Background: an optimization exercise with open tools, aiming at small area. Do not read the settings as production practice.
The flow treats the clock pin as an ideal source, which a real chip does not have.
Power and IR drop assume default switching activity.

Design atm_code, start of the top module:
module atm_code(input clk, input rst, input BTN3, BTN2, BTN1, input [3:0] SW,
                output reg [7:0] LED, output reg [6:0] digit4, digit3, digit2, digit1);
==> flow/config.mk <==
export PLATFORM = sky130hd
export DESIGN_NAME = atm_code
export DESIGN_NICKNAME = atm_code
export VERILOG_FILES = /design/flow/design.v
export SDC_FILE = /design/flow/constraint.sdc
export NUM_CORES = 4
export LEC_CHECK = 0
export CAP_MARGIN = 20
export CORE_MARGIN = 2
export CORE_UTILIZATION = 40
export SLEW_MARGIN = 20
==> flow/constraint.sdc <==
create_clock -name core_clock -period 5.0 [get_ports {clk}]
set_input_delay 1.0000 -clock core_clock [delete_from_list [all_inputs] [get_ports {clk}]]
set_output_delay 1.0000 -clock core_clock [all_outputs]
set_load 0.01 [all_outputs]
standard.sh (not shown) runs the stock make flow with config.mk's settings and CLKGATE_MAP_FILE= SYNTH_SCRIPT=/design/flow/synth_recipe.tcl, a recipe that flattens the netlist after the stock synthesis.
==> flow/flow/run.sh <==
#!/bin/bash
# Own layout flow: the standard synthesis, then the combinational logic between the
# standard synthesis's registers is re-mapped by ABC for area (registers, their names and
# cell types are kept as they are). ABC runs with several seeds and two mappers, in two
# rounds (the second starts from the first round's pick); of the netlists whose pre-layout
# worst slack is at least 1.2 ns, the smallest is kept (if none, the one with the best slack). Then the standard layout from floorplan on, with the port buffers
# made of the smallest buffer cell and a clock tree of few, small
# buffers (a clock buffer whose sinks see a slow clock slew after CTS is upsized).
set -euo pipefail
W=$(pwd)
R=$W/orfs/results/$FLOW_PLATFORM/atm_code/base
bash standard.sh synth > std_synth.log 2>&1
cp $R/1_2_yosys.v $W/synth_std.v
# candidates, round 1: ABC seeds 1-6 on the standard synthesis netlist, each mapped with amap
# and with &nf; round 2: seeds 7-12 on the best netlist of round 1. Four at a time.
run_cand() {  # run_cand NAME INPUT.v
  ABC_SCRIPT=$W/area_$1.abc SYNTH_IN=$2 RESYN_OUT=resyn_$1.v yosys -c flow/resyn.tcl > resyn_$1.log 2>&1
  NL=resyn_$1.v openroad -no_init -exit flow/sta.tcl > sta_$1.log 2>&1
}
run_all() {  # run_all INPUT.v NAMES...
  local in=$1 n=0; shift
  for C in "$@"; do
    run_cand $C $in &
    n=$((n + 1))
    if (( n % ${NUM_CORES:-4} == 0 )); then wait; fi
  done
  wait
}
pick() {  # pick NAMES... : the smallest netlist with pre-layout slack >= 1.2 ns, else the best slack
  for C in "$@"; do
    echo "$C $(grep 'Chip area' resyn_$C.log | tail -1 | awk '{print $NF}') $(grep WNS_NS sta_$C.log | awk '{print $2}')"
  done >> candidates.txt
  local b
  b=$(for C in "$@"; do grep "^$C " candidates.txt; done | awk 'NF == 3 && $3 >= 1.2' | sort -k2 -g | head -1 | awk '{print $1}')
  if [[ -z "$b" ]]; then b=$(for C in "$@"; do grep "^$C " candidates.txt; done | awk 'NF == 3' | sort -k3 -gr | head -1 | awk '{print $1}'); fi
  echo $b
}
: > candidates.txt
r1=""
for S in 1 2 3 4 5 6; do
  printf 'strash\n&get -n\n&deepsyn -J 50 -T 120 -S %s\n&put\ndch -f\namap\ntopo\n' $S > area_a$S.abc
  printf 'strash\n&get -n\n&deepsyn -J 50 -T 120 -S %s\n&dch -f\n&nf -R 1000\n&put\ntopo\n' $S > area_n$S.abc
  r1="$r1 a$S n$S"
done
run_all synth_std.v $r1
b1=$(pick $r1)
r2=""
for S in 7 8 9 10 11 12; do
  printf 'strash\n&get -n\n&deepsyn -J 50 -T 120 -S %s\n&put\ndch -f\namap\ntopo\n' $S > area_b$S.abc
  r2="$r2 b$S"
done
run_all resyn_$b1.v $r2
best=$(pick $b1 $r2)
echo "round 1 kept $b1; kept $best" > resyn_choice.txt
cp resyn_$best.v resyn.v
openroad -no_init -exit flow/mkodb.tcl > mkodb.log 2>&1
bash standard.sh $(cat flow/make_args.txt) POST_CTS_TCL=$W/flow/fix_clk.tcl BUFFER_PORTS_ARGS="-buffer_cell sky130_fd_sc_hd__buf_1" \
  CTS_ARGS="$(cat flow/cts_args.txt)" finish > std_finish.log 2>&1
Other scripts of this flow, unchanged in this note and not shown: flow/flow/cts_args.txt, flow/flow/fix_clk.tcl, flow/flow/make_args.txt, flow/flow/mkodb.tcl, flow/flow/resyn.tcl, flow/flow/sta.tcl
Next try:
--- a/flow/design.v
+++ b/flow/design.v
@@ -1,25 +1,25 @@
 module atm_code(input clk, input rst, input BTN3, BTN2, BTN1, input [3:0] SW,
                 output reg [7:0] LED, output reg [6:0] digit4, digit3, digit2, digit1);
-  localparam [3:0] IDLE = 4'd11;
-  localparam [3:0] PE3 = 4'd1;
-  localparam [3:0] PE2 = 4'd0;
+  localparam [3:0] IDLE = 4'd13;
+  localparam [3:0] PE3 = 4'd3;
+  localparam [3:0] PE2 = 4'd1;
   localparam [3:0] PE1 = 4'd2;
-  localparam [3:0] LOCK = 4'd3;
-  localparam [3:0] MENU = 4'd10;
-  localparam [3:0] MONEY = 4'd8;
-  localparam [3:0] WARN = 4'd9;
-  localparam [3:0] PC3 = 4'd5;
-  localparam [3:0] PC2 = 4'd4;
+  localparam [3:0] LOCK = 4'd0;
+  localparam [3:0] MENU = 4'd15;
+  localparam [3:0] MONEY = 4'd14;
+  localparam [3:0] WARN = 4'd12;
+  localparam [3:0] PC3 = 4'd7;
+  localparam [3:0] PC2 = 4'd5;
   localparam [3:0] PC1 = 4'd6;
-  localparam [3:0] NEW = 4'd14;
-  localparam [3:0] RSTC = 4'd15;
-  localparam [3:0] LOCKB = 4'd7;
+  localparam [3:0] NEW = 4'd10;
+  localparam [3:0] RSTC = 4'd8;
+  localparam [3:0] LOCKB = 4'd4;
   reg [3:0] st, disp;
   reg [3:0] pin;
   reg [15:0] bal_d;   
   reg [6:0] x;
   wire isMd = (disp == MONEY);   
   wire [4:0] pend = isMd ? x[4:0] : 5'd0;
   reg [3:0] st_n;
   reg [4:0] pend_n;
   wire s = pend[4];
Worst setup slack got worse by 0.63 ns.
Combinational power falls by 34%.
Hold slack gets better by 0.011 ns.
First-iteration DRC count climbs by 15%.
Cell area does not change.
Wire length shrinks by 0.95%.
Total power came out lower by 27%.
Non-clock buffer count is unchanged.
Core utilization stays the same.
Clock-buffer cell count does not change.
Global-route usage fell by 0.34 points.
No run of this note included a check of the RTL's function; only the layout flow was run.

-- afterwards: timing with drivers on the ports --
No port has a modelled driver above. Below, the same layouts with a new extraction and two added sets of constraints. Step 1 (the two cells are an assumption about what drives the block):
set clk [get_ports {clk}]
set_driving_cell -lib_cell sky130_fd_sc_hd__clkbuf_16 $clk
set_driving_cell -lib_cell sky130_fd_sc_hd__buf_2 [delete_from_list [all_inputs] $clk]
Step 2 moves the port delays by t, midway between the first and last clock arrival at a register: inputs arrive t later, outputs are due t later. That takes back most of the time a late clock gives input paths. Slacks: no drivers / after step 1 / after step 2; pairs: no drivers / after step 1.
run	shift t [ns]	setup slack, ns	clock arrival spread, ns
the first run	0.348	1.229 / 1.202 / 1.278	0.028 / 0.028
the second run	0.355	0.599 / 0.599 / 0.599	0.022 / 0.021
After both steps every run listed still meets setup and hold.
